Background: an optimization exercise with open tools, aiming at small area, a short achievable clock period and few clock cycles per item. Do not read the settings as production practice.
At most, simulation tests tie the RTL to the original design; equivalence was not proved.
No functional check of the RTL was part of runs 1 to 3.
Power is estimated from default activity; no workload was simulated.

<file path="flow/config.mk">
export PLATFORM = sky130hd
export DESIGN_NAME = fp
export DESIGN_NICKNAME = fp
export VERILOG_FILES = /design/flow/design.v
export SDC_FILE = /design/flow/constraint.sdc
export NUM_CORES = 4
export LEC_CHECK = 0
export ABC_AREA = 1
export CAP_MARGIN = 20
export CORE_MARGIN = 2
export CORE_UTILIZATION = 40
export SLEW_MARGIN = 20
export BUFFER_PORTS_ARGS = -buffer_cell sky130_fd_sc_hd__buf_2
</file>
<file path="flow/constraint.sdc">
create_clock -name core_clock -period 8.0 [get_ports {clk}]
set_input_delay 1.6000 -clock core_clock [delete_from_list [all_inputs] [get_ports {clk}]]
set_output_delay 1.6000 -clock core_clock [all_outputs]
set_load 0.01 [all_outputs]
</file>
<file path="flow/design.v">
module fp(out,done,a,b,start,clk,rst);
input wire [9:0]a,b;
input wire start;
input wire clk,rst;
output wire [9:0]out;
output reg done;
wire a_lt_b = a[8:0] < b[8:0];
wire [9:0] x = a_lt_b ? b : a;
wire [9:0] y = a_lt_b ? a : b;
wire [3:0] dab = a[8:5] - b[8:5];
wire [3:0] dba = b[8:5] - a[8:5];
wire [3:0] d = a_lt_b ? dba : dab;
wire sub = a[9] ^ b[9];
wire [5:0] mx = {1'b1, x[4:0]};
wire [5:0] my = ({1'b1, y[4:0]} >> d) ^ {6{sub}};
reg [5:0] r_p, r_g;
reg [3:0] r_e;
reg r_s, r_sub, r_zero;
always @(posedge clk) begin
  r_p <= mx ^ my;
  r_g <= mx & my;
  r_e <= x[8:5];
  r_s <= x[9];
  r_sub <= sub;
  r_zero <= sub & (a[8:0] == b[8:0]);
  if (rst) done <= 1'b0;
  else done <= start;
end
wire [5:0] g = r_g, p = r_p;
wire cin = r_sub;
wire g10 = g[1] | (p[1] & g[0]);           wire p10 = p[1] & p[0];
wire g32 = g[3] | (p[3] & g[2]);           wire p32 = p[3] & p[2];
wire g54 = g[5] | (p[5] & g[4]);           wire p54 = p[5] & p[4];
wire g0c = g[0] | (p[0] & cin);
wire c0 = cin;
wire c1 = g0c;
wire c2 = g10 | (p10 & cin);
wire c3 = g[2] | (p[2] & c2);
wire g30 = g32 | (p32 & g10);              wire p30 = p32 & p10;
wire c4 = g30 | (p30 & cin);
wire c5 = g[4] | (p[4] & c4);
wire c6 = g54 | (p54 & c4);
wire [6:0] mag = {c6 & ~r_sub, p ^ {c5, c4, c3, c2, c1, c0}};
wire h6 = mag[6];
wire h5 = ~mag[6] & mag[5];
wire h4 = ~mag[6] & ~mag[5] & mag[4];
wire h3 = ~|mag[6:4] & mag[3];
wire h2 = ~|mag[6:3] & mag[2];
wire h1 = ~|mag[6:2] & mag[1];
wire h0 = ~|mag[6:1];
wire [3:0] ep1 = r_e + 4'd1;
wire [3:0] em1 = r_e - 4'd1;
wire [3:0] em2 = r_e - 4'd2;
wire [3:0] em3 = r_e - 4'd3;
wire [3:0] em4 = r_e - 4'd4;
wire [3:0] em5 = r_e - 4'd5;
wire [4:0] m = ({5{h6}} & mag[5:1])
             | ({5{h5}} & mag[4:0])
             | ({5{h4}} & {mag[3:0], 1'b0})
             | ({5{h3}} & {mag[2:0], 2'b0})
             | ({5{h2}} & {mag[1:0], 3'b0})
             | ({5{h1}} & {mag[0], 4'b0});
wire [3:0] e = ({4{h6}} & ep1) | ({4{h5}} & r_e) | ({4{h4}} & em1)
             | ({4{h3}} & em2) | ({4{h2}} & em3) | ({4{h1}} & em4)
             | ({4{h0}} & em5);
assign out = r_zero ? 10'd0 : {r_s, e, m};
endmodule
</file>
<file path="flow/flow/run.sh">
#!/bin/bash
# The standard layout (the standard.sh: ORFS synthesis to finish,
# unchanged), with extra ORFS settings from flow/extra.mk appended to
# config.mk: the port buffers are made as a sized buffer cell instead of
# the cell buffer_ports picks by default, and repair may aim at a setup
# margin.  The tool output goes to standard.log.
cat flow/extra.mk >> config.mk
bash standard.sh > standard.log 2>&1
</file>
<file path="flow/flow/extra.mk">
export BUFFER_PORTS_ARGS = -buffer_cell sky130_fd_sc_hd__buf_2
</file>
<file path="flow/standard.sh">
#!/bin/bash
# synth_recipe.tcl (not shown) runs the flow's synth.tcl, then flattens the netlist and writes it again
# the make line also repeats each setting of config.mk as NAME=value (left out here)
make -C /OpenROAD-flow-scripts/flow DESIGN_CONFIG=/design/flow/config.mk WORK_HOME=/design/flow/orfs CLKGATE_MAP_FILE= SYNTH_SCRIPT=/design/flow/synth_recipe.tcl "${@:-finish}"
</file>
==> summary.md, run 1 <==
| Metric | Value |
|---|---|
| Type of element capturing the critical path | `output pin` |
| Placement row count | `27` |
| Die Span Y | `79.33 um` |
| Number of buffers between clock root and the deepest sink | `2` |
| CTS clock-pin slew for the worst setup and hold paths | `70 ps` |
| Max-Cap Viols | `0` |
| Number of top-level pins | `34` |
| Standard cell area after detailed placement | `0.002472 mm^2` |
| TritonCTS Buffers | `3` |
| Startpoint-to-endpoint class of the critical path | `reg -> out` |
| Launching element type of the critical path | `flop` |
| Sum of net half-perimeters after detailed placement | `4295 um` |
| Leakage power summed over all cells | `1.389 nW` |
| CTS hold repair buffers | `0` |
| Pins Over Slew Limit | `0` |
| Share of synthesized flip-flops with an asynchronous set or reset | `0%` |
| Outcome | `timing/DRC/antenna clean` |
| Layout Nets | `433` |
| Slowest stage cell, crit path | `dfxtp_1` |
| Most used DFF post-synth | `dfxtp_1` |
| Sequential Area | `400.4 um^2` |
| Post-CTS setup buffer count | `0` |
| # setup viols final | `0` |
| Final worst slack | `3850 ps` |
| Hold Crit Depth | `2` |
| Maximum clock frequency | `0.2409 GHz` |
| Sequential-to-total area share from yosys stat | `around 18%` |
| Area used by multi-input combinational logic | `0.001622 mm^2` |
| Cell repeated most along the worst path | `nand2_1` |
| Class of the tightest hold or removal check | `in -> reg` |
| Die extent in x | `79.33 um` |
| Layout cells sized above 1 | `15.53%` |
| Weighted congestion reported at the end of routability-driven placement | `0.8709` |
| Mean routed wirelength per cell | `between 10 and 15 um` |
| Initial drt markers | `89` |
| Worst vdd ir | `around 0.00011 V` |
| Number of optimization iterations in the first detailed-route pass | `4` |
| P_sw | `0.3238 mW` |
| Transition time at the pin with the least slew margin | `477.9 ps` |
| Switching Fraction | `48.14%` |
| Met2 demand-to-capacity share in global routing | `29.07%` |
| Portion of synthesized cell area occupied by the leading cell type | `between 10% and 20%` |
| Period Utilization, post-route | `around 52%` |
| Final cell area excluding filler cells | `approximately 0.0025 mm^2` |
| Endpoints failing hold | `0` |
| Slowest cell delay on critical path | `350 ps` |
| Number of buffer cells added on primary ports | `33` |
| Setup total negative slack | `0 ps` |
| Final critical delay including setup and external delays | `4150 ps` |
| Post-synthesis net count | `403` |
| Number of warning messages in the yosys log | `1` |
| Critical Path Fanout Max | `9` |
| CP Data Required Time | `~6400 ps` |
| CTS tree | `yes` |
| Most Used Layer, Global Route | `met2` |
| Post-Syn Instances | `351` |
| Yosys top cell by area | `dfxtp_1` |
| # fillers | `588` |
| Number of vias after detailed routing | `2,183` |
| Largest net degree at the start of global routing | `29` |
| RSZ-0062 raised after global routing | `no` |
| Antenna diode count | `0` |
| CORE AREA | `0.005507 mm^2` |
| Layout overhead on the synthesized area | `12.07%` |
| Maximum level of the CTS H-tree | `1` |
| Ratio of routed vias to standard cells | `4.830` |
| Cell Area, Synth | `0.002270 mm^2` |
| Total wirelength of the detailed-routed design | `5028 um` |
| Number of storage elements in the synthesis netlist | `20` |
| Count of flip-flops with a built-in enable after synthesis | `0` |
| Internal power consumption | `0.3489 mW` |
| Post-Place Setup Slack | `3895 ps` |
| Share of total power in the clock network | `14.4%` |
| Via count of the first global-routing pass | `1,996` |
| GR Util met3 | `1.023%` |
| Wire length of the first global-routing pass | `8838 um` |
| Combinational share of power | `64.8%` |
| Crit path arrival time | `2550 ps` |
| DR DRC count | `0` |
| Post-DRT Antenna Nets | `0` |
| Most area-consuming cells after synthesis | `dfxtp_1, nand2_1, ha_1, inv_1, nand3_1` |
| Overall routing resource usage | `17.06%` |
| Average size of a mapped cell | `6.466 um^2` |
| Initial cell density of the core | `41.22%` |
| Sequential power share | `20.7%` |
| Initial antenna violation count | `0` |
| Worst slew slack as a fraction of its limit | `68.14%` |
| Synth cell types | `37` |
| Total grt overflow | `0` |
| Hold path startpoint | `rst` |
| Cells resized by post-CTS repair | `0` |
| Hold Path End | `done` |
| TritonCTS sink count | `20` |
| CTS root buf | `clkbuf_8` |
| Global Route met1 Usage | `a little under a quarter` |
| Power density of the placed cells | `264.5 mW/mm^2` |
| Die footprint | `0.006292 mm^2` |
| Cell Chain, Critical Path | `nand2_1 > nand2_1 > o21bai_1 > ha_1 > nor2_1 > xor2_1 > inv_2 > nor3_1 > nand3_1 > nand2_1 > a21oi_1 > a21oi_1 > buf_2` |
final cells by class:
type	count	share of cell area, %
repair buffers	33	6.493
flip-flops and latches	20	15.74
well taps	72	3.542
clock buffers	3	1.623
multi-input cells	271	63.75
inverters	52	7.673
clock inverters	1	1.181
per-layer routing:
metal | share of wire [%] | wire length, um
met1 | 48 | 2434
met2 | 47 | 2363
met5 | 0 | 0
met4 | 0.88 | 44
met3 | 3.7 | 186
cells in the mapped netlist (all sizes together), types with 2 or more instances:
library cell	count
nand3	34
xor2	10
nor3	2
ha	27
nand2	102
nand4	13
o21ai	19
nor2	30
a21oi	13
dfxtp	20
xnor2	6
fa	2
a31oi	3
clkbuf	4
inv	51
buf	4
nand3b	4
stage by stage:
step,utilization (%),std cells,hold WS (ps),power [mW]
after detailed placement,44.90,448,1774,0.5783
after CTS,46.19,452,1509,0.6764
after floorplan,-,351,1671,0.4632
after global placement,44.90,448,1757,0.5759
after global routing,46.19,452,1517,0.7471
final,46.19,452,1508,0.6727
cell usage in the layout (no fill, tap or decap), drive strengths merged:
cell / netlist / final
clkbuf: 4 / 3
dfxtp: 20 / 20
a21oi: 13 / 13
nand3b: 4 / 4
o21bai: 1 / 1
a21boi: 1 / 1
buf: 4 / 33
or2: 1 / 1
nor3: 2 / 2
xnor2: 6 / 6
ha: 27 / 27
inv: 51 / 51
bufinv: 0 / 1
clkinv: 1 / 1
o21ai: 19 / 19
nor4: 1 / 1
o2111ai: 1 / 1
a31oi: 3 / 3
and2: 1 / 1
nand3: 34 / 34
fa: 2 / 2
xor2: 10 / 10
nand4: 13 / 13
nor2: 30 / 30
nand2: 102 / 102
critical path, delay by kind of cell, from the launching register on:
family / cells / cell delay, ps
xor+xnor: 1 / 250
compound gates: 3 / 380
simple gates: 6 / 860
fa+ha+maj: 1 / 170
buf+inv: 2 / 280
flops: 1 / 350
cell families after synthesis:
kind of cell | share of synthesized area (%)
buffers and inverters | 10.91
AO/OA/AOI/OAI | 9.758
XOR/XNOR | 6.505
AND/OR/NAND/NOR | 38.53
adder cells (fa/ha/maj) | 16.65
flip-flops | 17.64
state kept, by name, indices dropped and copies added, names as in the netlist:
register,count
r_p,6
r_g,6
r_s,1
r_sub,1
r_zero,1
done,1
r_e,4
how the worst max path moves through the flow:
stage,start,endpoint,slack (ps),cells past startpoint
final,r_p[1],out[6],3850,13
after global routing,r_p[1],out[8],3600,15
after CTS,r_p[1],out[6],3800,13
after detailed placement,b[5],r_p[1],3890,15
after global placement,b[5],r_p[0],3910,15
after floorplan,b[5],r_p[1],4410,16
power groups by stage:
stage	Sequential [mW]	Clock (mW)	Combinational, mW
finish	0.139	0.0971	0.436
global route	0.143	0.104	0.500
CTS	0.140	0.0986	0.438
detailed placement	0.142	0	0.436
global placement	0.142	0	0.434
floorplan	0.135	0	0.328
==> inputs of run 2 (changes only) <==
--- a/flow/design.v
+++ b/flow/design.v
@@ -4,15 +4,36 @@
 input wire clk,rst;
 output wire [9:0]out;
 output reg done;
-wire a_lt_b = a[8:0] < b[8:0];
+wire [8:0] lt_b = ~a[8:0] & b[8:0];
+wire [8:0] eq_b = ~(a[8:0] ^ b[8:0]);
+wire lt87 = lt_b[8] | (eq_b[8] & lt_b[7]);  wire eq87 = eq_b[8] & eq_b[7];
+wire lt65 = lt_b[6] | (eq_b[6] & lt_b[5]);  wire eq65 = eq_b[6] & eq_b[5];
+wire lt43 = lt_b[4] | (eq_b[4] & lt_b[3]);  wire eq43 = eq_b[4] & eq_b[3];
+wire lt21 = lt_b[2] | (eq_b[2] & lt_b[1]);  wire eq21 = eq_b[2] & eq_b[1];
+wire lt85 = lt87 | (eq87 & lt65);           wire eq85 = eq87 & eq65;
+wire lt41 = lt43 | (eq43 & lt21);           wire eq41 = eq43 & eq21;
+wire lt40 = lt41 | (eq41 & lt_b[0]);        wire eq40 = eq41 & eq_b[0];
+wire a_lt_b = lt85 | (eq85 & lt40);
+wire a_eq_b = eq85 & eq40;
+wire [3:0] ea = a[8:5], eb = b[8:5];
+wire [3:0] bo_ab, bo_ba;    
+assign bo_ab[0] = 1'b0;
+assign bo_ab[1] = ~ea[0] & eb[0];
+assign bo_ab[2] = (~ea[1] & eb[1]) | (eq_b[6] & bo_ab[1]);
+assign bo_ab[3] = (~ea[2] & eb[2]) | (eq_b[7] & (~ea[1] & eb[1])) | (eq_b[7] & eq_b[6] & bo_ab[1]);
+assign bo_ba[0] = 1'b0;
+assign bo_ba[1] = ~eb[0] & ea[0];
+assign bo_ba[2] = (~eb[1] & ea[1]) | (eq_b[6] & bo_ba[1]);
+assign bo_ba[3] = (~eb[2] & ea[2]) | (eq_b[7] & (~eb[1] & ea[1])) | (eq_b[7] & eq_b[6] & bo_ba[1]);
+wire [3:0] dab = ~eq_b[8:5] ^ bo_ab;
+wire [3:0] dba = ~eq_b[8:5] ^ bo_ba;
+wire [5:0] ma = {1'b1, a[4:0]};
+wire [5:0] mb = {1'b1, b[4:0]};
+wire sub = a[9] ^ b[9];
+wire [5:0] mx = a_lt_b ? mb : ma;
+wire [3:0] d = lt85 ? dba : dab;
+wire [5:0] my = ((a_lt_b ? ma : mb) >> d) ^ {6{sub}};
 wire [9:0] x = a_lt_b ? b : a;
-wire [9:0] y = a_lt_b ? a : b;
-wire [3:0] dab = a[8:5] - b[8:5];
-wire [3:0] dba = b[8:5] - a[8:5];
-wire [3:0] d = a_lt_b ? dba : dab;
-wire sub = a[9] ^ b[9];
-wire [5:0] mx = {1'b1, x[4:0]};
-wire [5:0] my = ({1'b1, y[4:0]} >> d) ^ {6{sub}};
 reg [5:0] r_p, r_g;
 reg [3:0] r_e;
 reg r_s, r_sub, r_zero;
@@ -22,7 +43,7 @@
   r_e <= x[8:5];
   r_s <= x[9];
   r_sub <= sub;
-  r_zero <= sub & (a[8:0] == b[8:0]);
+  r_zero <= sub & a_eq_b;
   if (rst) done <= 1'b0;
   else done <= start;
 end
--- a/flow/config.mk
+++ b/flow/config.mk
@@ -5,7 +5,6 @@
 export SDC_FILE = /design/flow/constraint.sdc
 export NUM_CORES = 4
 export LEC_CHECK = 0
-export ABC_AREA = 1
 export CAP_MARGIN = 20
 export CORE_MARGIN = 2
 export CORE_UTILIZATION = 40
==> run 2 against run 1 <==
Against the previous run:
- sequential power up 8%
- design area down 7.3%
- sequential share of layout area up 1.2 points
- clock-buffer cell count unchanged
- synthesized cell count down 28%
- routed wire length down 11%
- total power up 13%
- combinational power up 18%
- sequential cell count unchanged
- final cell count down 23%
- setup slack worse by 540 ps
- non-clock buffer count unchanged
- critical path type unchanged
- largest cell class unchanged
==> summary.md, run 2 <==
| Metric | Value |
|---|---|
| Outcome | `timing/DRC/antenna clean` |
| Met3 WL post-DR | `132 um` |
| Final Util | `46.18%` |
| CTS tree | `yes` |
| Transition time at the pin with the least slew margin | `979.1 ps` |
| Worst vdd ir | `~0.00016 V` |
| Total grt overflow | `0` |
| Initial drt markers | `74` |
| Initial antenna violation count | `0` |
| Count of flip-flops with a built-in enable after synthesis | `0` |
| Overall routing resource usage | `15.69%` |
| Number of buffer cells added on primary ports | `33` |
| Number of vias after detailed routing | `1,845` |
| Max Used Layer | `met4` |
| Maximum clock frequency | `0.2132 GHz` |
| Setup total negative slack | `0 ps` |
| Most common cell after layout, fill and taps aside | `buf_2` |
| CTS clock-pin slew for the worst setup and hold paths | `70 ps` |
| Cells resized by post-CTS repair | `0` |
| Layout overhead on the synthesized area | `12.07%` |
| Most common library cells after synthesis | `nand2_1, ha_1, a21oi_1` |
| Die Span Y | `76.54 um` |
| CORE AREA | `between 0.005 and 0.006 mm^2` |
| TritonCTS Buffers | `3` |
| Die footprint | `slightly below 0.006 mm^2` |
| RSZ-0062 raised after global routing | `no` |
| Routed length on met1 | `2225 um` |
| Wire length of the first global-routing pass | `7748 um` |
| CTS root buf | `clkbuf_8` |
| Number of top-level pins | `34` |
| Type of element capturing the critical path | `output pin` |
| Post-Syn Instances | `253` |
| Hold path startpoint | `rst` |
| Cell Chain, Critical Path | `a21o_1 > a21o_1 > ha_1 > nor2_1 > xor2_1 > nor4b_4 > a21boi_1 > mux2_2 > a21oi_1 > buf_2` |
| Ratio of routed vias to standard cells | `approximately 5.3` |
| Endpoints failing hold | `0` |
| CTS hold repair buffers | `0` |
| Final critical delay including setup and external delays | `about 4700 ps` |
| Launching element type of the critical path | `flop` |
| Worst slew slack as a fraction of its limit | `34.73%` |
| CP Data Required Time | `around 6400 ps` |
| Maximum level of the CTS H-tree | `1` |
| DR WL met2 | `between 2000 and 2500 um` |
| Placement row count | `26` |
| Number of buffers between clock root and the deepest sink | `2` |
| Slowest cell delay on critical path | `620 ps` |
| Post-synthesis net count | `303` |
| Sum of net half-perimeters after detailed placement | `3650 um` |
| Layout Nets | `329` |
| Mean routed wirelength per cell | `approximately 13 um` |
| Most used DFF post-synth | `dfxtp_1` |
| DR DRC count | `0` |
| Pins Over Slew Limit | `0` |
| Most frequent cells in the layout | `buf_2, nand2_1, ha_1` |
| Class of the tightest hold or removal check | `in -> reg` |
| Largest registers | `r_g x6, r_p x6, r_e x4` |
| Via count of the first global-routing pass | `around 1,700` |
| Max-Cap Viols | `0` |
| PnR Total Power | `0.7621 mW` |
| Share of synthesized flip-flops with an asynchronous set or reset | `0%` |
| Yosys top cell by area | `dfxtp_1` |
| Period Utilization, post-route | `about three fifths` |
| Cell repeated most along the worst path | `a21o_1` |
| Post-DRT Antenna Nets | `0` |
| Number of warning messages in the yosys log | `1` |
| Largest net degree at the start of global routing | `25` |
| Antenna diode count | `0` |
| Number of optimization iterations in the first detailed-route pass | `4` |
| Critical Path Fanout Max | `11` |
| Layout cells sized above 1 | `20.86%` |
| Slowest stage cell, crit path | `xor2_1` |
| # setup viols final | `0` |
| Post-CTS setup buffer count | `0` |
| Sequential-to-total area share from yosys stat | `19.02%` |
| # fillers | `526` |
| TritonCTS sink count | `20` |
| Total wirelength of the detailed-routed design | `4475 um` |
| Critical Path Source | `r_sub` |
| Capture point of the worst path | `out[6]` |
| Weighted congestion reported at the end of routability-driven placement | `0.8633` |
| Power density of the placed cells | `around 320 mW/mm^2` |
| Portion of synthesized cell area occupied by the leading cell type | `between 10% and 20%` |
| Most area-consuming cells after synthesis | `dfxtp_1, ha_1, a21oi_1, nand2_1, xnor2_1` |
| Number of storage elements in the synthesis netlist | `20` |
| Cell Area, Synth | `0.002105 mm^2` |
| Average size of a mapped cell | `8.318 um^2` |
| Initial cell density of the core | `between 40% and 50%` |
| Die extent in x | `76.54 um` |
| Startpoint-to-endpoint class of the critical path | `reg -> out` |
| Synth cell types | `62` |
| Most repeated cell in the gate-level netlist after synthesis | `nand2_1` |
| Crit path arrival time | `3090 ps` |
| Leakage power summed over all cells | `1.090 nW` |
[run 2: kinds of logic (layout without fill, tap and decap cells)]
| family | Yosys count | in the layout | share of synthesized area (%) |
|---|---|---|---|
| flip-flops | 20 | 20 | 19.02 |
| AND/OR/NAND/NOR | 77 | 77 | 19.80 |
| buffers and inverters | 31 | 56 | 6.717 |
| AO/OA/AOI/OAI | 72 | 72 | 24.02 |
| XOR/XNOR | 16 | 16 | 6.659 |
| adder cells (fa/ha/maj) | 27 | 27 | 16.05 |
| multiplexers | 10 | 10 | 7.729 |
[run 2: where the power goes]
| group | switching [mW] | internal [mW] |
|---|---|---|
| sequential | 0.0248 | 0.125 |
| combinational | 0.291 | 0.224 |
| clock | 0.0304 | 0.0667 |
[run 2: layout make-up]
type	instances	area [um^2]	area share, %
clock buffers	3	41.29	1.751
clock inverters	1	30.03	1.273
inverters	19	71.32	3.024
well taps	70	87.58	3.714
repair buffers	33	165.2	7.003
multi-input cells	202	1563	66.26
flip-flops and latches	20	400.4	16.98
[run 2: stage by stage]
step	worst slack, ps	hold WS (ps)	cells	instance area, um^2
final	3310	1490	348	2359
after global routing	3095	1483	348	2359
after CTS	3300	1487	348	2359
after detailed placement	3237	1760	344	2287
after global placement	3313	1754	344	2287
after floorplan	3919	1672	253	2105
[run 2: worst min path at each step]
stage	to	slack [ps]	cells past startpoint
floorplan	done	1670	1
global placement	done	1750	2
detailed placement	done	1760	2
CTS	done	1490	2
global route	done	1480	2
finish	done	1490	2
[run 2: layer usage]
| metal | GRT usage [%] | vias to the layer above |
|---|---|---|
| met5 | 0 | - |
| met4 | 3.818 | 0 |
| met2 | 27.61 | 49 |
| met1 | 21.08 | 823 |
| met3 | 0.7109 | 2 |
| li1 | - | 971 |
[run 2: critical path, delay by kind of cell, from the launching register on]
kind                       cells  cell delay [ps]
muxes                          1              280
and+or+nand+nor                2              590
adders and majority gates      1              170
DFF                            1              360
xor gates and xnor gates       1              620
AOI/OAI and AO/OA              4              680
buffers and inverters          1              150
==> inputs of run 3 (changes only) <==
--- a/flow/config.mk
+++ b/flow/config.mk
@@ -5,6 +5,7 @@
 export SDC_FILE = /design/flow/constraint.sdc
 export NUM_CORES = 4
 export LEC_CHECK = 0
+export ABC_AREA = 1
 export CAP_MARGIN = 20
 export CORE_MARGIN = 2
 export CORE_UTILIZATION = 40
==> run 3 against run 2 <==
Against the previous run:
- final cell count up 27%
- largest cell class unchanged
- sequential cell count unchanged
- total power down 16%
- utilization up 1.5 points
- critical path type unchanged
- synthesized cell count up 35%
- sequential share of layout area down 0.76 points
==> summary.md, run 3 <==
| Metric | Value |
|---|---|
| Outcome | `timing/DRC/antenna clean` |
| Most area-consuming cells after synthesis | `dfxtp_1, ha_1, nand2_1, nand3_1, inv_1` |
| Mean routed wirelength per cell | `10.84 um` |
| Synth cell types | `36` |
| Most common library cells after synthesis | `nand2_1, inv_1, nand3_1` |
| CTS tree | `yes` |
| Share of synthesized flip-flops with an asynchronous set or reset | `0%` |
| Setup total negative slack | `0 ps` |
| # setup viols final | `0` |
| RSZ-0062 raised after global routing | `no` |
| Die footprint | `0.006062 mm^2` |
| Pins Over Slew Limit | `0` |
| Number of buffers between clock root and the deepest sink | `2` |
| Period Utilization, post-route | `approximately half` |
| Final critical delay including setup and external delays | `4008 ps` |
| Antenna diode count | `0` |
| Ratio of routed vias to standard cells | `4.835` |
| Sum of net half-perimeters after detailed placement | `4056 um` |
| Post-synthesis net count | `391` |
| Final Util | `47.73%` |
| Average size of a mapped cell | `between 6 and 7 um^2` |
| Initial cell density of the core | `between 40% and 50%` |
| Max-Cap Viols | `0` |
| Transition time at the pin with the least slew margin | `between 500 and 600 ps` |
| Largest net degree at the start of global routing | `25` |
| Cells resized by post-CTS repair | `0` |
| Total wirelength of the detailed-routed design | `4792 um` |
| Initial antenna violation count | `0` |
| Most common cell after layout, fill and taps aside | `nand2_1` |
| # fillers | `566` |
| Most used DFF post-synth | `dfxtp_1` |
| Class of the tightest hold or removal check | `in -> reg` |
| Worst slew slack as a fraction of its limit | `around three fifths` |
| Number of vias after detailed routing | `2,137` |
| Die Span Y | `about 80 um` |
| Internal power consumption | `0.3369 mW` |
| CTS root buf | `clkbuf_8` |
| Number of storage elements in the synthesis netlist | `20` |
| Die extent in x | `77.86 um` |
| Initial drt markers | `89` |
| Hold WS | `approximately 1500 ps` |
| TritonCTS sink count | `20` |
| Switching Fraction | `a little under half` |
| CORE AREA | `slightly above 0.005 mm^2` |
| Leakage power summed over all cells | `1.367 nW` |
| Via count of the first global-routing pass | `1,949` |
| Critical Path Fanout Max | `7` |
| Hold Path End | `done` |
| Post-DRT Antenna Nets | `0` |
| CTS hold repair buffers | `0` |
| Overall routing resource usage | `between 15 and 20%` |
| Number of buffer cells added on primary ports | `33` |
| Wire length of the first global-routing pass | `between 8000 and 9000 um` |
| Crit path arrival time | `2410 ps` |
| Endpoints failing hold | `0` |
| Count of flip-flops with a built-in enable after synthesis | `0` |
| Yosys top cell by area | `dfxtp_1` |
| Number of optimization iterations in the first detailed-route pass | `4` |
| Power density of the placed cells | `258.4 mW/mm^2` |
| Most repeated cell in the gate-level netlist after synthesis | `nand2_1` |
| Worst vdd ir | `0.0001009 V` |
| Largest registers | `r_g x6, r_p x6, r_e x4` |
| Layout Nets | `423` |
| CTS clock-pin slew for the worst setup and hold paths | `70 ps` |
| Placement row count | `26` |
| Layout cells sized above 1 | `16.94%` |
| Share of total power in the clock network | `around 15%` |
| DR DRC count | `0` |
| Type of element capturing the critical path | `output pin` |
| Number of warning messages in the yosys log | `1` |
| Weighted congestion reported at the end of routability-driven placement | `0.8684` |
| Launching element type of the critical path | `flop` |
| Total grt overflow | `0` |
| Startpoint-to-endpoint class of the critical path | `reg -> out` |
| Maximum clock frequency | `0.2495 GHz` |
| Maximum level of the CTS H-tree | `1` |
| Sequential-to-total area share from yosys stat | `18.35%` |
| CP Data Required Time | `6400 ps` |
| Hold path startpoint | `rst` |
| TritonCTS Buffers | `3` |
| Sequential power share | `21.7%` |
| Combinational share of power | `63.1%` |
| Post-Syn Instances | `341` |
| Hold Crit Depth | `2` |
| Number of top-level pins | `34` |
| Portion of synthesized cell area occupied by the leading cell type | `18.35%` |
| Cell Area, Synth | `~0.0022 mm^2` |
| Most frequent cells in the layout | `nand2_1, inv_1, nand3_1` |
| P_sw | `0.3009 mW` |
| Post-CTS setup buffer count | `0` |
| Layout overhead on the synthesized area | `13.13%` |
run 3: cell types whose count changed after synthesis, moves of 5 or more:
cell | before | now
a21o_1 | 7 | 0
a21oi_1 | 22 | 12
inv_1 | 18 | 50
nand2_1 | 28 | 90
nand2_2 | 1 | 6
nand3_1 | 6 | 39
nor2_1 | 16 | 27
xnor2_1 | 12 | 5
run 3: kinds of logic after synthesis:
logic type,after synthesis,share of synthesized area (%)
AND/OR/NAND/NOR,184,39.97
buffers and inverters,61,11.30
AO/OA/AOI/OAI,35,9.175
adder cells (fa/ha/maj),27,15.48
flip-flops,20,18.35
XOR/XNOR,13,5.218
multiplexers,1,0.5160
run 3: worst max path at each step:
| stage | startpoint | end | slack (ps) | cells past startpoint |
|---|---|---|---|---|
| floorplan | a[7] | r_p[2] | 4550 | 16 |
| global placement | r_p[1] | out[8] | 4260 | 15 |
| CTS | r_p[1] | out[8] | 3980 | 15 |
| global route | r_p[1] | out[8] | 3670 | 15 |
| detailed placement | a[7] | r_p[2] | 4260 | 17 |
| finish | r_p[1] | out[8] | 3990 | 15 |
run 3: power by group through the flow:
stage	sequential [mW]	clock, mW	combinational, mW
floorplan	0.134	0	0.305
global route	0.141	0.104	0.460
finish	0.138	0.0969	0.403
detailed placement	0.140	0	0.404
global placement	0.140	0	0.403
CTS	0.138	0.100	0.406
run 3: critical path: stages (launching register included):
cell	delay (ps)
dfxtp_1	350
nand2_1	70
nand2_1	60
o21bai_1	150
ha_1	180
nor2_1	110
xor2_1	230
inv_1	160
nor2_1	160
nand3_1	180
a21oi_1	180
nor2_1	60
nand3_1	70
nand2_1	50
inv_1	40
buf_2	110
run 3: layout make-up:
type                    instances  area (um^2)  area share [%]
clock buffers                   3        41.29           1.673
clock inverters                 1        30.03           1.216
inverters                      55        209.0           8.464
multi-input cells             260         1535           62.19
flip-flops and latches         20        400.4           16.22
well taps                      70        87.58           3.548
repair buffers                 33        165.2           6.690
run 3: per-layer routing:
metal | global-route usage (%) | share of wire [%] | vias up
met5 | 0 | 0 | -
met1 | 21.05 | 46 | 922
met3 | 0.5814 | 3.0 | 6
met2 | 29.74 | 49 | 57
li1 | - | - | 1152
met4 | 7.143 | 1.6 | 0
run 3: metrics by stage:
stage          cell area (um^2)  total power, mW  setup WS [ps]  std cells
6_report                   2469           0.6378           3992        442
2_1_floorplan              2182           0.4389           4553        341
5_1_grt                    2469           0.7059           3666        442
4_1_cts                    2469           0.6437           3979        442
3_5_place_dp               2397           0.5441           4262        438
3_3_place_gp               2397           0.5437           4265        438
==> inputs of run 4 (changes only) <==
--- a/flow/design.v
+++ b/flow/design.v
@@ -34,20 +34,21 @@
 wire [3:0] d = lt85 ? dba : dab;
 wire [5:0] my = ((a_lt_b ? ma : mb) >> d) ^ {6{sub}};
 wire [9:0] x = a_lt_b ? b : a;
-reg [5:0] r_p, r_g;
+reg [5:0] r_p;
+reg [4:0] r_g;    
 reg [3:0] r_e;
-reg r_s, r_sub, r_zero;
+reg r_s, r_sub;
 always @(posedge clk) begin
   r_p <= mx ^ my;
-  r_g <= mx & my;
+  r_g <= mx[4:0] & my[4:0];
   r_e <= x[8:5];
   r_s <= x[9];
   r_sub <= sub;
-  r_zero <= sub & a_eq_b;
   if (rst) done <= 1'b0;
   else done <= start;
 end
-wire [5:0] g = r_g, p = r_p;
+wire [5:0] p = r_p;
+wire [5:0] g = {~r_p[5], r_g};
 wire cin = r_sub;
 wire g10 = g[1] | (p[1] & g[0]);           wire p10 = p[1] & p[0];
 wire g32 = g[3] | (p[3] & g[2]);           wire p32 = p[3] & p[2];
@@ -84,5 +85,6 @@
 wire [3:0] e = ({4{h6}} & ep1) | ({4{h5}} & r_e) | ({4{h4}} & em1)
              | ({4{h3}} & em2) | ({4{h2}} & em3) | ({4{h1}} & em4)
              | ({4{h0}} & em5);
-assign out = r_zero ? 10'd0 : {r_s, e, m};
+wire zero = r_sub & (&r_p);
+assign out = zero ? 10'd0 : {r_s, e, m};
 endmodule
==> flow/flow/extra.mk (replaced) <==
export BUFFER_PORTS_ARGS = -buffer_cell sky130_fd_sc_hd__buf_2
export SETUP_SLACK_MARGIN = 4.0
--- a/flow/config.mk
+++ b/flow/config.mk
@@ -11,3 +11,4 @@
 export CORE_UTILIZATION = 40
 export SLEW_MARGIN = 20
 export BUFFER_PORTS_ARGS = -buffer_cell sky130_fd_sc_hd__buf_2
+export SETUP_SLACK_MARGIN = 4.0
==> run 4 against run 3 <==
Against the previous run:
- sequential cell count down 2
- maximum frequency up 2.2%
- first-iteration DRC count down 43%
- highest routed layer unchanged
- sequential share of layout area down 1.9 points
- synthesized cell count down 6.2%
- area after synthesis down 4.6%
- routed wire length down 2.3%
==> summary.md, run 4 <==
| Metric | Value |
|---|---|
| Outcome | `timing/DRC/antenna clean` |
| Initial antenna violation count | `0` |
| Initial cell density of the core | `41.00%` |
| Number of warning messages in the yosys log | `1` |
| Yosys top cell by area | `dfxtp_1` |
| Largest reg by FF count | `r_p` |
| Launching element type of the critical path | `flop` |
| Antenna diode count | `0` |
| TritonCTS sink count | `18` |
| # fillers | `roughly 550` |
| CP Data Required Time | `6400 ps` |
| Class of the tightest hold or removal check | `in -> reg` |
| Average size of a mapped cell | `6.502 um^2` |
| Number of storage elements in the synthesis netlist | `18` |
| Overall routing resource usage | `16.09%` |
| Placement row count | `26` |
| Leakage power summed over all cells | `between 1 and 1.5 nW` |
| Die footprint | `0.005795 mm^2` |
| Most common cell after layout, fill and taps aside | `nand2_1` |
| Critical Path Fanout Max | `3` |
| Die extent in x | `76.13 um` |
| Largest net degree at the start of global routing | `25` |
| Number of buffer cells added on primary ports | `33` |
| Type of element capturing the critical path | `output pin` |
| Post-DRT Antenna Nets | `0` |
| Cell Area, Synth | `0.002081 mm^2` |
| Number of placed instances with taps included | `between 400 and 500` |
| Weighted congestion reported at the end of routability-driven placement | `0.8683` |
| Number of optimization iterations in the first detailed-route pass | `4` |
| Max-Cap Viols | `0` |
| Total wirelength of the detailed-routed design | `4681 um` |
| Most frequent cells in the layout | `nand2_1, inv_1, nand3_1` |
| Sequential-to-total area share from yosys stat | `around 17%` |
| Most common library cells after synthesis | `nand2_1, inv_1, nand3_1` |
| CTS root buf | `clkbuf_8` |
| Share of synthesized flip-flops with an asynchronous set or reset | `0%` |
| Synth cell types | `35` |
| Worst vdd ir | `between 0.00015 and 0.0002 V` |
| CTS clock-pin slew for the worst setup and hold paths | `60 ps` |
| RSZ-0062 raised after global routing | `yes` |
| Sum of net half-perimeters after detailed placement | `3736 um` |
| Mean routed wirelength per cell | `about 11 um` |
| Setup total negative slack | `0 ps` |
| Die Span Y | `76.13 um` |
| Crit path arrival time | `2320 ps` |
| DR DRC count | `0` |
| Total grt overflow | `0` |
| Non-filler instance count after layout | `431` |
| Post-Syn Instances | `320` |
| Ratio of routed vias to standard cells | `about 4.8` |
| Portion of synthesized cell area occupied by the leading cell type | `17.32%` |
| Wire length of the first global-routing pass | `7845 um` |
| Most repeated cell in the gate-level netlist after synthesis | `nand2_1` |
| Routed length on met1 | `around 2200 um` |
| # setup viols final | `0` |
| DR WL met2 | `approximately 2300 um` |
| Maximum clock frequency | `0.2549 GHz` |
| Layout overhead on the synthesized area | `24.71%` |
| Layout Nets | `411` |
| Number of vias after detailed routing | `2,060` |
| Final cell area excluding filler cells | `0.002595 mm^2` |
| Worst slew slack as a fraction of its limit | `between 50% and 60%` |
| Startpoint-to-endpoint class of the critical path | `reg -> out` |
| Transition time at the pin with the least slew margin | `601.3 ps` |
| Power density of the placed cells | `roughly 280 mW/mm^2` |
| Most used DFF post-synth | `dfxtp_1` |
| PnR Total Power | `0.7367 mW` |
| Count of flip-flops with a built-in enable after synthesis | `0` |
| Layout cells sized above 1 | `28.53%` |
| Final critical delay including setup and external delays | `3922 ps` |
| CTS tree | `yes` |
| Number of buffers between clock root and the deepest sink | `2` |
| CORE AREA | `0.005075 mm^2` |
| Endpoints failing hold | `0` |
| Via count of the first global-routing pass | `between 1,500 and 2,000` |
| Most area-consuming cells after synthesis | `dfxtp_1, ha_1, nand2_1, nand3_1, inv_1` |
| Number of top-level pins | `34` |
| Final Util | `51.13%` |
| Post-synthesis net count | `369` |
| Standard cell area after detailed placement | `0.002298 mm^2` |
| Largest registers | `r_p x6, r_g x5, r_e x4` |
| Pins Over Slew Limit | `0` |
| Max reg flops | `6` |
| Max Used Layer | `met4` |
| Met3 WL post-DR | `130 um` |
| Maximum level of the CTS H-tree | `1` |
| TritonCTS Buffers | `3` |
| Initial drt markers | `51` |
| Period Utilization, post-route | `49.03%` |
run 4: cell count changes in the layout (fill, tap and decap cells not counted), sizes merged, moves of 2 or more:
cell   change
a31oi      -2
xor2       +3
dfxtp      -2
buf       +10
nor2       +4
inv        -8
o21ai      -6
nand2     -15
or2        +3
o22ai      +4
nand4      +3
a21oi      -2
run 4: per-stage QoR:
stage	hold WS [ps]	setup WS, ps
2_1_floorplan	1671	4409
3_3_place_gp	1755	4139
3_5_place_dp	1761	4121
4_1_cts	1489	3982
5_1_grt	1492	3942
6_report	1499	4078
run 4: path summary, 6_finish.rpt:
| check | from | end | slack [ps] | depth (start not counted) |
|---|---|---|---|---|
| worst max-delay path | r_sub | out[7] | 4080 | 14 |
| worst min-delay path | rst | done | 1500 | 2 |
run 4: repair_timing:
item	4_1_cts	5_1_grt
hold buffers	0	0
buffers inserted	6	4
setup endpoints to repair	5	7
pin swaps	3	17
gates resized for setup	12	26
run 4: final cells by class:
class | instances | area, um^2 | share of cell area [%]
Clock buffer | 4 | 55.05 | 2.122
Inverter | 46 | 175.2 | 6.750
Multi-Input combinational cell | 250 | 1654 | 63.74
Sequential cell | 18 | 370.4 | 14.27
Tap cell | 70 | 87.58 | 3.375
Timing Repair Buffer | 43 | 252.7 | 9.740
run 4: cells by family (layout without fill, tap and decap cells):
kind of cell	Yosys count	in the layout	share of synthesized area, %
AOI/OAI and AO/OA	28	28	8.298
xor gates and xnor gates	15	15	7.035
adders and majority gates	26	26	15.63
buffers and inverters	52	93	10.10
DFF	18	18	17.32
muxes	1	1	0.5412
and+or+nand+nor	180	180	41.07
run 4: worst max-delay path, stage by stage (launching register included):
cell	delay, ps
dfxtp_2	320
inv_2	90
nor2_4	50
or2_4	250
ha_4	160
nor2_4	120
xor2_4	210
inv_2	80
nor2_4	140
nand3_4	90
or2_1	240
nand3_1	80
nor2_1	40
nor2_1	70
buf_2	130
run 4: per-layer routing:
| layer | track usage, % | vias up |
|---|---|---|
| li1 | - | 1119 |
| met1 | 20.61 | 899 |
| met2 | 28.39 | 37 |
| met3 | 0.5924 | 5 |
| met4 | 6.727 | 0 |
| met5 | 0 | - |
run 4: where the power goes:
group / switching, mW / internal [mW]
clock: 0.0279 / 0.0437
sequential: 0.0246 / 0.114
combinational: 0.304 / 0.223
Testbench counts of run 4, summed over its fixed seeds: cycles 24,000, items 24,000.
==> inputs of run 5 (changes only) <==
==> flow/flow/extra.mk (replaced) <==
export BUFFER_PORTS_ARGS = -buffer_cell sky130_fd_sc_hd__buf_2
--- a/flow/config.mk
+++ b/flow/config.mk
@@ -11,4 +11,3 @@
 export CORE_UTILIZATION = 40
 export SLEW_MARGIN = 20
 export BUFFER_PORTS_ARGS = -buffer_cell sky130_fd_sc_hd__buf_2
-export SETUP_SLACK_MARGIN = 4.0
==> run 5 against run 4 <==
Against the previous run:
- design area down 9.3%
- total power shrank 17%
- critical path depth stayed put
- die area unchanged
- synthesized cell count unchanged
- routed wire length fell by 5.4%
- clock power about the same
==> summary.md, run 5 <==
| Metric | Value |
|---|---|
| Outcome | `timing/DRC/antenna clean` |
| Most common library cells after synthesis | `nand2_1, inv_1, nand3_1` |
| Hold Path End | `done` |
| Most repeated cell in the gate-level netlist after synthesis | `nand2_1` |
| Portion of synthesized cell area occupied by the leading cell type | `17.32%` |
| Number of vias after detailed routing | `1,985` |
| Largest registers | `r_p x6, r_g x5, r_e x4` |
| Hold WS | `1500 ps` |
| Global Route met1 Usage | `20.06%` |
| Number of placed instances with taps included | `417` |
| Total grt overflow | `0` |
| Type of element capturing the critical path | `output pin` |
| Ratio of routed vias to standard cells | `4.715` |
| Mean routed wirelength per cell | `roughly 11 um` |
| Max-Cap Viols | `0` |
| Initial cell density of the core | `41.00%` |
| Post-synthesis net count | `369` |
| Worst vdd ir | `0.0001148 V` |
| Worst slew slack as a fraction of its limit | `roughly 60%` |
| Startpoint-to-endpoint class of the critical path | `reg -> out` |
| Largest reg by FF count | `r_p` |
| TritonCTS Buffers | `3` |
| DR DRC count | `0` |
| Largest net degree at the start of global routing | `25` |
| Leakage power summed over all cells | `1.275 nW` |
| Cell Area, Synth | `approximately 0.0021 mm^2` |
| GR Util met3 | `0.5924%` |
| Die Span Y | `about 76 um` |
| CP Data Required Time | `about 6400 ps` |
| Number of optimization iterations in the first detailed-route pass | `6` |
| Layout overhead on the synthesized area | `13.11%` |
| Met2 demand-to-capacity share in global routing | `~28%` |
| Final cell area excluding filler cells | `0.002354 mm^2` |
| Number of warning messages in the yosys log | `1` |
| CTS tree | `yes` |
| Yosys top cell by area | `dfxtp_1` |
| Initial drt markers | `47` |
| Most Used Layer, Global Route | `met2` |
| TritonCTS sink count | `18` |
| Most used DFF post-synth | `dfxtp_1` |
| Sum of net half-perimeters after detailed placement | `between 3000 and 4000 um` |
| Die extent in x | `76.13 um` |
| Hold path startpoint | `rst` |
| Most frequent cells in the layout | `nand2_1, inv_1, nand3_1` |
| CORE AREA | `0.005075 mm^2` |
| Standard cell area after detailed placement | `0.002298 mm^2` |
| Sequential-to-total area share from yosys stat | `17.32%` |
| Post-DRT Antenna Nets | `0` |
| Final critical delay including setup and external delays | `~4000 ps` |
| Most area-consuming cells after synthesis | `dfxtp_1, ha_1, nand2_1, nand3_1, inv_1` |
| Final Util | `46.38%` |
| Count of flip-flops with a built-in enable after synthesis | `0` |
| Most common cell after layout, fill and taps aside | `nand2_1` |
| Synth cell types | `35` |
| Hold Crit Depth | `2` |
| Post-CTS setup buffer count | `0` |
| Weighted congestion reported at the end of routability-driven placement | `roughly 0.87` |
| Via count of the first global-routing pass | `around 1,800` |
| Launching element type of the critical path | `flop` |
| Share of synthesized flip-flops with an asynchronous set or reset | `0%` |
| Number of buffers between clock root and the deepest sink | `2` |
| RSZ-0062 raised after global routing | `no` |
| Total wirelength of the detailed-routed design | `4426 um` |
| Average size of a mapped cell | `6.502 um^2` |
| Cells resized by post-CTS repair | `0` |
| CTS root buf | `clkbuf_8` |
| CTS clock-pin slew for the worst setup and hold paths | `60 ps` |
| Max reg flops | `6` |
| Transition time at the pin with the least slew margin | `599.6 ps` |
| CTS hold repair buffers | `0` |
| Endpoints failing hold | `0` |
| Non-filler instance count after layout | `between 400 and 500` |
| Setup total negative slack | `0 ps` |
| Class of the tightest hold or removal check | `in -> reg` |
| Maximum clock frequency | `0.2426 GHz` |
| Wire length of the first global-routing pass | `7652 um` |
| Placement row count | `26` |
| Layout cells sized above 1 | `19.37%` |
| Overall routing resource usage | `between 10% and 20%` |
| # setup viols final | `0` |
| Crit path arrival time | `2520 ps` |
| Number of buffer cells added on primary ports | `33` |
| Maximum level of the CTS H-tree | `1` |
| Period Utilization, post-route | `51.53%` |
| Number of storage elements in the synthesis netlist | `18` |
| Initial antenna violation count | `0` |
| Post-Syn Instances | `320` |
| Power density of the placed cells | `259.9 mW/mm^2` |
| Antenna diode count | `0` |
| Number of top-level pins | `34` |
| Die footprint | `0.005795 mm^2` |
| Layout Nets | `401` |
| Critical Path Fanout Max | `4` |
| Pins Over Slew Limit | `0` |
==> run 5: cell types whose count changed in the layout (fill, tap and decap cells not counted), moves of 5 or more <==
cell,delta
buf_4,-9
nand2_2,-8
nand2_1,+8
dfxtp_1,+6
dfxtp_2,-5
==> run 5: per-layer routing <==
layer / wire [um] / part of all wire [%]
met1: 2138 / 48
met2: 2105 / 48
met3: 98 / 2.2
met4: 83 / 1.9
met5: 0 / 0
==> run 5: final cells by class <==
class	count	area [um^2]
tap	70	87.58
fill	576	2721
timing repair buffer	33	165.2
clock buffer	4	55.05
sequential	18	360.3
multi-input combinational	250	1510
inverter	46	175.2
==> run 5: critical path, stage by stage, from the launching register on <==
cell,delay (ps)
dfxtp_1,330
nand2_1,70
nand2_1,60
or2_2,290
ha_1,180
nor2_1,150
xor2_2,240
inv_2,100
nor2_4,110
nand3_1,170
or2_1,260
nand3_1,70
nor2_1,40
nor2_1,70
buf_2,130
==> run 5: worst max path at each step <==
stage | cells past startpoint | to | start
floorplan | 13 | out[7] | r_p[1]
CTS | 14 | out[7] | r_p[1]
global placement | 14 | out[7] | r_p[1]
global route | 14 | out[7] | r_p[1]
detailed placement | 14 | out[7] | r_p[1]
finish | 14 | out[7] | r_p[1]
==> run 5: per-stage QoR <==
step                power, mW  setup WS [ps]
floorplan              0.4394           4409
global placement       0.5421           4139
detailed placement     0.5444           4121
CTS                    0.6181           3845
global route           0.6780           3616
finish                 0.6118           3877
==> run 5: report_power, final <==
part / internal, mW / total [mW] / switching [mW]
Combinational: 0.153 / 0.412 / 0.258
Clock: 0.0437 / 0.0713 / 0.0276
Sequential: 0.111 / 0.129 / 0.0185
==> run 5: kinds of logic (layout without fill, tap and decap cells) <==
| family | Yosys count | in the layout | share of synthesized area [%] |
|---|---|---|---|
| AO/OA/AOI/OAI | 28 | 28 | 8.298 |
| XOR/XNOR | 15 | 15 | 7.035 |
| multiplexers | 1 | 1 | 0.5412 |
| flip-flops | 18 | 18 | 17.32 |
| adder cells (fa/ha/maj) | 26 | 26 | 15.63 |
| buffers and inverters | 52 | 83 | 10.10 |
| AND/OR/NAND/NOR | 180 | 180 | 41.07 |
==> inputs of run 6 (changes only) <==
--- a/flow/config.mk
+++ b/flow/config.mk
@@ -9,5 +9,7 @@
 export CAP_MARGIN = 20
 export CORE_MARGIN = 2
 export CORE_UTILIZATION = 40
+export CTS_BUF_LIST = sky130_fd_sc_hd__clkbuf_8
+export CTS_CLUSTER_SIZE = 30
 export SLEW_MARGIN = 20
 export BUFFER_PORTS_ARGS = -buffer_cell sky130_fd_sc_hd__buf_2
==> run 6 against run 5 <==
Against the previous run:
- still clean on timing, DRC and antenna
- clock power about the same
- total power unchanged
- sequential cell count unchanged
- highest routed layer unchanged
==> summary.md, run 6 <==
| Metric | Value |
|---|---|
| Initial cell density of the core | `41.00%` |
| Wire length of the first global-routing pass | `about 7700 um` |
| Number of vias after detailed routing | `1,985` |
| Maximum level of the CTS H-tree | `1` |
| Total grt overflow | `0` |
| Layout cells sized above 1 | `19.37%` |
| Most common library cells after synthesis | `nand2_1, inv_1, nand3_1` |
| CP Data Required Time | `between 6000 and 7000 ps` |
| Delay-heaviest family, CP | `simple AND/OR/NAND/NOR gates` |
| Most repeated cell in the gate-level netlist after synthesis | `nand2_1` |
| # setup viols final | `0` |
| Final critical delay including setup and external delays | `around 4100 ps` |
| CORE AREA | `0.005075 mm^2` |
| Sequential-to-total area share from yosys stat | `17.32%` |
| Met3 WL post-DR | `98 um` |
| P_sw | `0.3044 mW` |
| Hold Crit Depth | `2` |
| Post-DRT Antenna Nets | `0` |
| Crit path arrival time | `2520 ps` |
| Most area-consuming cells after synthesis | `dfxtp_1, ha_1, nand2_1, nand3_1, inv_1` |
| Layout Nets | `401` |
| Mean routed wirelength per cell | `10.51 um` |
| Overall routing resource usage | `15.63%` |
| Maximum clock frequency | `0.2426 GHz` |
| Leakage power summed over all cells | `1.275 nW` |
| Max reg flops | `6` |
| Power density of the placed cells | `259.9 mW/mm^2` |
| Class of the tightest hold or removal check | `in -> reg` |
| Synth cell types | `35` |
| Type of element capturing the critical path | `output pin` |
| Number of warning messages in the yosys log | `1` |
| Count of flip-flops with a built-in enable after synthesis | `0` |
| Largest registers | `r_p x6, r_g x5, r_e x4` |
| Max Used Layer | `met4` |
| Critical Path Source | `r_p[1]` |
| Most common cell after layout, fill and taps aside | `nand2_1` |
| Number of buffer cells added on primary ports | `33` |
| Routed length on met1 | `2138 um` |
| Number of storage elements in the synthesis netlist | `18` |
| Average size of a mapped cell | `6.502 um^2` |
| Die footprint | `0.005795 mm^2` |
| Endpoints failing hold | `0` |
| Final cell area excluding filler cells | `about 0.0024 mm^2` |
| Number of optimization iterations in the first detailed-route pass | `6` |
| Standard cell area after detailed placement | `between 0.002 and 0.0025 mm^2` |
| Transition time at the pin with the least slew margin | `599.6 ps` |
| CTS tree | `yes` |
| Total wirelength of the detailed-routed design | `4426 um` |
| CTS clock-pin slew for the worst setup and hold paths | `60 ps` |
| Post-Place Setup Slack | `around 4100 ps` |
| Initial antenna violation count | `0` |
| Period Utilization, post-route | `about half` |
| DR WL met2 | `2105 um` |
| Cell Chain, Critical Path | `nand2_1 > nand2_1 > or2_2 > ha_1 > nor2_1 > xor2_2 > inv_2 > nor2_4 > nand3_1 > or2_1 > nand3_1 > nor2_1 > nor2_1 > buf_2` |
| Pins Over Slew Limit | `0` |
| Placement row count | `26` |
| Portion of synthesized cell area occupied by the leading cell type | `about 17%` |
| Cell repeated most along the worst path | `nor2_1` |
| Yosys top cell by area | `dfxtp_1` |
| Largest reg by FF count | `r_p` |
| Critical Path Fanout Max | `4` |
| DR DRC count | `0` |
| Weighted congestion reported at the end of routability-driven placement | `0.8683` |
| Largest net degree at the start of global routing | `25` |
| Most frequent cells in the layout | `nand2_1, inv_1, nand3_1` |
| Cell Area, Synth | `0.002081 mm^2` |
| Post-CTS setup buffer count | `0` |
| Startpoint-to-endpoint class of the critical path | `reg -> out` |
| Antenna diode count | `0` |
| Sum of net half-perimeters after detailed placement | `3736 um` |
| Slowest cell delay on critical path | `330 ps` |
| Internal power consumption | `between 0.3 and 0.4 mW` |
| RSZ-0062 raised after global routing | `no` |
| Most used DFF post-synth | `dfxtp_1` |
| Capture point of the worst path | `out[7]` |
| Number of cells on the critical path | `14` |
| Max-Cap Viols | `0` |
| TritonCTS Buffers | `3` |
| PnR Total Power | `a little over 0.6 mW` |
| Die Span Y | `roughly 76 um` |
| Share of total power in the clock network | `11.7%` |
| Sequential power share | `21.1%` |
| Bufs and invs on worst path | `2` |
| Share of synthesized flip-flops with an asynchronous set or reset | `0%` |
| Post-Syn Instances | `320` |
| Worst vdd ir | `0.0001148 V` |
| Launching element type of the critical path | `flop` |
| Die extent in x | `76.13 um` |
| Layout overhead on the synthesized area | `13.11%` |
| Outcome | `timing/DRC/antenna clean` |
| Worst slew slack as a fraction of its limit | `59.74%` |
| Slowest stage cell, crit path | `dfxtp_1` |
| # fillers | `576` |
| Combinational share of power | `67.3%` |
| Final worst slack | `3877 ps` |
| Number of buffers between clock root and the deepest sink | `2` |
| Switching Fraction | `49.75%` |
| Via count of the first global-routing pass | `about 1,800` |
| Number of top-level pins | `34` |
| Cells resized by post-CTS repair | `0` |
| TritonCTS sink count | `18` |
| Initial drt markers | `47` |
| CTS root buf | `clkbuf_8` |
| Post-synthesis net count | `369` |
| Setup total negative slack | `0 ps` |
| Ratio of routed vias to standard cells | `roughly 4.7` |
| CTS hold repair buffers | `0` |
==> run 6: cell counts in the layout (fill, tap and decap cells not counted) <==
Identical to the previous run, type by type.
==> run 6: cell type report <==
class	count	area (um^2)	area share, %
multi-input cells	250	1510	64.17
flip-flops and latches	18	360.3	15.31
inverters	46	175.2	7.443
repair buffers	33	165.2	7.018
well taps	70	87.58	3.721
clock buffers	4	55.05	2.339
==> run 6: power by group through the flow <==
stage	clock network [mW]	registers (mW)	logic [mW]
floorplan	0	0.123	0.317
global placement	0	0.131	0.411
detailed placement	0	0.131	0.413
CTS	0.0738	0.129	0.415
global route	0.0764	0.132	0.470
finish	0.0713	0.129	0.412
==> run 6: through the flow <==
step | instances | utilization (%) | hold WS [ps]
after floorplan | 320 | - | 1671
after global placement | 417 | 45.29 | 1755
after detailed placement | 417 | 45.29 | 1761
after CTS | 421 | 46.38 | 1489
after global routing | 421 | 46.38 | 1492
final | 421 | 46.38 | 1500
==> run 6: kinds of logic after synthesis <==
| group | share of synthesized area, % |
|---|---|
| and+or+nand+nor | 41.07 |
| buffers and inverters | 10.10 |
| AOI/OAI and AO/OA | 8.298 |
| adders and majority gates | 15.63 |
| DFF | 17.32 |
| xor gates and xnor gates | 7.035 |
| muxes | 0.5412 |
==> run 6: how the worst min path moves through the flow <==
| stage | slack (ps) | to | startpoint |
|---|---|---|---|
| floorplan | 1670 | done | rst |
| global placement | 1750 | done | rst |
| detailed placement | 1760 | done | rst |
| CTS | 1490 | done | rst |
| global route | 1490 | done | rst |
| finish | 1500 | done | rst |
==> run 6: metal layers <==
metal	up-vias	GRT usage (%)
met5	-	0
met2	33	27.50
met4	0	6.545
met3	7	0.5924
met1	845	20.06
li1	1100	-
==> inputs of run 7 (changes only) <==
--- a/flow/design.v
+++ b/flow/design.v
@@ -70,21 +70,15 @@
 wire h2 = ~|mag[6:3] & mag[2];
 wire h1 = ~|mag[6:2] & mag[1];
 wire h0 = ~|mag[6:1];
-wire [3:0] ep1 = r_e + 4'd1;
-wire [3:0] em1 = r_e - 4'd1;
-wire [3:0] em2 = r_e - 4'd2;
-wire [3:0] em3 = r_e - 4'd3;
-wire [3:0] em4 = r_e - 4'd4;
-wire [3:0] em5 = r_e - 4'd5;
 wire [4:0] m = ({5{h6}} & mag[5:1])
              | ({5{h5}} & mag[4:0])
              | ({5{h4}} & {mag[3:0], 1'b0})
              | ({5{h3}} & {mag[2:0], 2'b0})
              | ({5{h2}} & {mag[1:0], 3'b0})
              | ({5{h1}} & {mag[0], 4'b0});
-wire [3:0] e = ({4{h6}} & ep1) | ({4{h5}} & r_e) | ({4{h4}} & em1)
-             | ({4{h3}} & em2) | ({4{h2}} & em3) | ({4{h1}} & em4)
-             | ({4{h0}} & em5);
+wire [3:0] adj = ({4{h6}} & 4'd1) | ({4{h4}} & 4'hf) | ({4{h3}} & 4'he)
+               | ({4{h2}} & 4'hd) | ({4{h1}} & 4'hc) | ({4{h0}} & 4'hb);
+wire [3:0] e = r_e + adj;
 wire zero = r_sub & (&r_p);
 assign out = zero ? 10'd0 : {r_s, e, m};
 endmodule
==> flow/flow/run.sh (replaced) <==
#!/bin/bash
# The standard layout with two changes, each tool's output in its own log:
#  - synthesis is the standard flow's own script (synth_recipe.tcl) run without ORFS's
#    adder extraction (ADDER_MAP_FILE empty), so ABC maps the whole logic,
#    and, if flow/abc.script exists, with that ABC script in place of
#    ORFS's; registers, flattening and renaming are as in the standard run
#  - flow/extra.mk adds ORFS settings to config.mk (port buffer cell, ...)
# The rest is the standard.sh, unchanged.
set -e
cat flow/extra.mk >> config.mk
{ head -1 synth_recipe.tcl; cat flow/abc_swap.tcl; tail -n +2 synth_recipe.tcl; } > my_synth.tcl
if [ -f flow/abc.script ]; then export FLOW_ABC_SCRIPT=$PWD/flow/abc.script; fi
bash standard.sh ADDER_MAP_FILE= SYNTH_SCRIPT=$PWD/my_synth.tcl synth > synth.log 2>&1
bash standard.sh > standard.log 2>&1
==> flow/flow/abc.script (new file) <==
strash
dch
map -B 0.9
topo
stime -c
buffer -c
upsize -c
dnsize -c
strash
dch
map -B 0.9
topo
stime -c
buffer -c
upsize -c
dnsize -c
==> flow/flow/abc_swap.tcl (new file) <==
# Map the combinational logic with the ABC script named by FLOW_ABC_SCRIPT
# instead of ORFS's; every other step of the synthesis is unchanged.
if {[info exists ::env(FLOW_ABC_SCRIPT)] && $::env(FLOW_ABC_SCRIPT) ne ""} {
  proc abc {args} {
    set i [lsearch -exact $args -script]
    if {$i >= 0} { set args [lreplace $args [expr {$i + 1}] [expr {$i + 1}] $::env(FLOW_ABC_SCRIPT)] }
    yosys abc {*}$args
  }
}
--- a/flow/config.mk
+++ b/flow/config.mk
@@ -9,7 +9,5 @@
 export CAP_MARGIN = 20
 export CORE_MARGIN = 2
 export CORE_UTILIZATION = 40
-export CTS_BUF_LIST = sky130_fd_sc_hd__clkbuf_8
-export CTS_CLUSTER_SIZE = 30
 export SLEW_MARGIN = 20
 export BUFFER_PORTS_ARGS = -buffer_cell sky130_fd_sc_hd__buf_2
==> run 7 against run 6 <==
Against the previous run:
- setup slack better by 230 ps
- clock power is 19% lower
- synthesized cell count is 2.5% higher
- sequential power is 5% lower
- still clean on timing, DRC and antenna
- sequential share of layout area is 1.5 points higher
- sequential cell count stayed put
- die area is 8.8% lower
==> summary.md, run 7 <==
| Metric | Value |
|---|---|
| TritonCTS sink count | `18` |
| Cell repeated most along the worst path | `nand2_1` |
| Post-CTS setup buffer count | `0` |
| Max-Cap Viols | `0` |
| Type of element capturing the critical path | `output pin` |
| Worst vdd ir | `slightly below 0.00008 V` |
| Hold WS | `around 1500 ps` |
| CTS root buf | `clkbuf_8` |
| CTS clock-pin slew for the worst setup and hold paths | `60 ps` |
| Wire length of the first global-routing pass | `6789 um` |
| Hold Crit Depth | `2` |
| Slowest cell delay on critical path | `between 300 and 400 ps` |
| Pins Over Slew Limit | `0` |
| Most common cell after layout, fill and taps aside | `nand2_1` |
| CP Data Required Time | `approximately 6400 ps` |
| Hold path startpoint | `rst` |
| Mean routed wirelength per cell | `9.353 um` |
| Average size of a mapped cell | `5.752 um^2` |
| Die footprint | `0.005282 mm^2` |
| Count of flip-flops with a built-in enable after synthesis | `0` |
| Placement row count | `24` |
| CTS tree | `yes` |
| CORE AREA | `0.004444 mm^2` |
| Via count of the first global-routing pass | `1,740` |
| Most frequent cells in the layout | `nand2_1, inv_1, nand3_1` |
| Layout Nets | `roughly 390` |
| Layout overhead on the synthesized area | `13.53%` |
| Period Utilization, post-route | `48.68%` |
| Most used DFF post-synth | `dfxtp_1` |
| Critical Path Source | `r_p[3]` |
| Class of the tightest hold or removal check | `in -> reg` |
| Slowest stage cell, crit path | `dfxtp_1` |
| Number of warning messages in the yosys log | `1` |
| Antenna diode count | `0` |
| Critical Path Fanout Max | `5` |
| # fillers | `480` |
| Post-Syn Instances | `328` |
| Die Span Y | `72.68 um` |
| Power density of the placed cells | `228.9 mW/mm^2` |
| Most common library cells after synthesis | `nand2_1, inv_1, nand3_1` |
| Number of storage elements in the synthesis netlist | `18` |
| Number of buffers between clock root and the deepest sink | `2` |
| Area used by multi-input combinational logic | `between 0.001 and 0.0015 mm^2` |
| Share of synthesized flip-flops with an asynchronous set or reset | `0%` |
| Most area-consuming cells after synthesis | `nand2_1, dfxtp_1, inv_1, nand3_1, nor2_1` |
| Yosys top cell by area | `nand2_1` |
| Total wirelength of the detailed-routed design | `3872 um` |
| Startpoint-to-endpoint class of the critical path | `reg -> out` |
| Final critical delay including setup and external delays | `between 3000 and 4000 ps` |
| Most repeated cell in the gate-level netlist after synthesis | `nand2_1` |
| Cell Chain, Critical Path | `nand2_1 > inv_1 > nor2_2 > nand3_2 > nand2_2 > nand2_1 > nand2_1 > nand4_1 > nand2_1 > inv_1 > a21oi_2 > nand3_1 > nand3_1 > nand2_1 > nor2_1 > buf_2` |
| Largest net degree at the start of global routing | `23` |
| Synth cell types | `34` |
| Number of vias after detailed routing | `1,937` |
| Leakage power summed over all cells | `1.234 nW` |
| Endpoints failing hold | `0` |
| Die extent in x | `about 73 um` |
| Post-DRT Antenna Nets | `0` |
| Total grt overflow | `0` |
| Ratio of routed vias to standard cells | `4.679` |
| CTS hold repair buffers | `0` |
| Post-synthesis net count | `351` |
| Initial drt markers | `between 50 and 60` |
| Worst slew slack as a fraction of its limit | `55.83%` |
| Sequential Area | `360.3 um^2` |
| Largest reg by FF count | `r_p` |
| Largest registers | `r_p x6, r_g x5, r_e x4` |
| Weighted congestion reported at the end of routability-driven placement | `0.8290` |
| Launching element type of the critical path | `flop` |
| TritonCTS Buffers | `3` |
| Outcome | `timing/DRC/antenna clean` |
| Layout cells sized above 1 | `22.10%` |
| Number of buffer cells added on primary ports | `33` |
| DR DRC count | `0` |
| RSZ-0062 raised after global routing | `no` |
| Initial antenna violation count | `0` |
| Setup total negative slack | `0 ps` |
| Transition time at the pin with the least slew margin | `~660 ps` |
| Capture point of the worst path | `out[8]` |
| Initial cell density of the core | `42.45%` |
| Overall routing resource usage | `15.63%` |
| Crit path arrival time | `2290 ps` |
| Maximum level of the CTS H-tree | `1` |
| Sum of net half-perimeters after detailed placement | `3346 um` |
| # setup viols final | `0` |
| Maximum clock frequency | `0.2568 GHz` |
| Number of optimization iterations in the first detailed-route pass | `4` |
| Cells resized by post-CTS repair | `0` |
| Max reg flops | `6` |
| Portion of synthesized cell area occupied by the leading cell type | `19.50%` |
| PnR Total Power | `around 0.49 mW` |
| Sequential-to-total area share from yosys stat | `a little under a fifth` |
| Number of top-level pins | `34` |
| Cell Area, Synth | `0.001887 mm^2` |
| Final Util | `48.20%` |
==> run 7: changes by cell type in the layout (fill, tap and decap cells not counted), moves of 5 or more <==
cell	previous run	this run
a21oi_1	10	16
xor2_1	9	4
ha_1	26	0
nand3_1	41	36
inv_1	41	51
nand4_1	10	3
nand2_1	74	98
==> run 7: power by group <==
group	switching, mW	internal (mW)
Sequential	0.0135	0.108
Combinational	0.198	0.114
Clock	0.0242	0.0333
==> run 7: cells by family after synthesis <==
kind of cell | synth area share [%]
compound gates | 12.27
xor+xnor | 4.642
buf+inv | 12.20
flops | 19.10
mux | 0.5968
simple gates | 51.19
==> run 7: cell type report <==
class | instances | area share [%]
tap | 52 | 3.037
multi-input combinational | 251 | 60.51
timing repair buffer | 33 | 7.710
sequential | 18 | 16.82
inverter | 57 | 9.988
clock buffer | 3 | 1.928
==> run 7: through the flow <==
| step | cells | area (um^2) | setup WS (ps) |
|---|---|---|---|
| 2_1_floorplan | 328 | 1887 | 4691 |
| 3_3_place_gp | 411 | 2101 | 4331 |
| 3_5_place_dp | 411 | 2101 | 4354 |
| 4_1_cts | 414 | 2142 | 4083 |
| 5_1_grt | 414 | 2142 | 3811 |
| 6_report | 414 | 2142 | 4106 |
==> run 7: worst min-delay path by stage <==
stage               slack [ps]   end
floorplan                 1670  done
global placement          1750  done
detailed placement        1760  done
CTS                       1500  done
global route              1510  done
finish                    1500  done
==> run 7: routing by layer <==
metal / GRT usage [%] / up-vias / wire length [um]
li1: - / 1094 / -
met1: 19.98 / 809 / 1827
met2: 27.68 / 30 / 1899
met3: 0.5525 / 4 / 101
met4: 6.173 / 0 / 44
met5: 0 / - / 0
==> run 7: critical path, delay by kind of cell, from the launching register on <==
kind / cells / cell delay [ps]
and+or+nand+nor: 12 / 1260
buffers and inverters: 3 / 250
DFF: 1 / 320
AOI/OAI and AO/OA: 1 / 210
Testbench counts of run 7, summed over its fixed seeds: cycles 24,000, items 24,000.

[what the ideal ports hide]
The results above use ideal ports. As a check the final layouts listed here were re-extracted and re-timed, cells and wires unchanged. Step 1 assumes that a clkbuf_16 drives the clock port and a buf_2 every other input. Step 2, shift: input delay + t, output delay - t, t = (earliest + latest rising clock arrival at the registers) / 2. This alone moves slack from input paths to output paths. Three values: no drivers, after step 1, after step 2; two values: the first two.
run	t (ns)	setup WS [ns]	clock arrival spread, ns	slew at the worst register clock pin (ns)	worst slew at a driven data input, ns
run 1	0.276	3.850 / 3.822 / 3.870	0.007 / 0.007	0.07 / 0.07	0.03
run 2	0.272	3.310 / 3.286 / 3.254	0.006 / 0.006	0.07 / 0.07	0.03
run 3	0.275	3.992 / 3.967 / 4.242	0.007 / 0.007	0.07 / 0.07	0.03
run 4	0.273	4.078 / 4.053 / 4.255	0.003 / 0.004	0.06 / 0.06	0.03
run 5	0.273	3.877 / 3.852 / 4.125	0.002 / 0.002	0.06 / 0.06	0.03
run 6	0.273	3.877 / 3.852 / 4.125	0.002 / 0.002	0.06 / 0.06	0.03
run 7	0.263	4.106 / 4.082 / 4.345	0.000 / 0.000	0.06 / 0.06	0.03
After both steps every run listed still meets setup and hold. The setup slack of run 2, which loses most, moves by -0.024 ns with the drivers and by -0.056 ns with both steps.
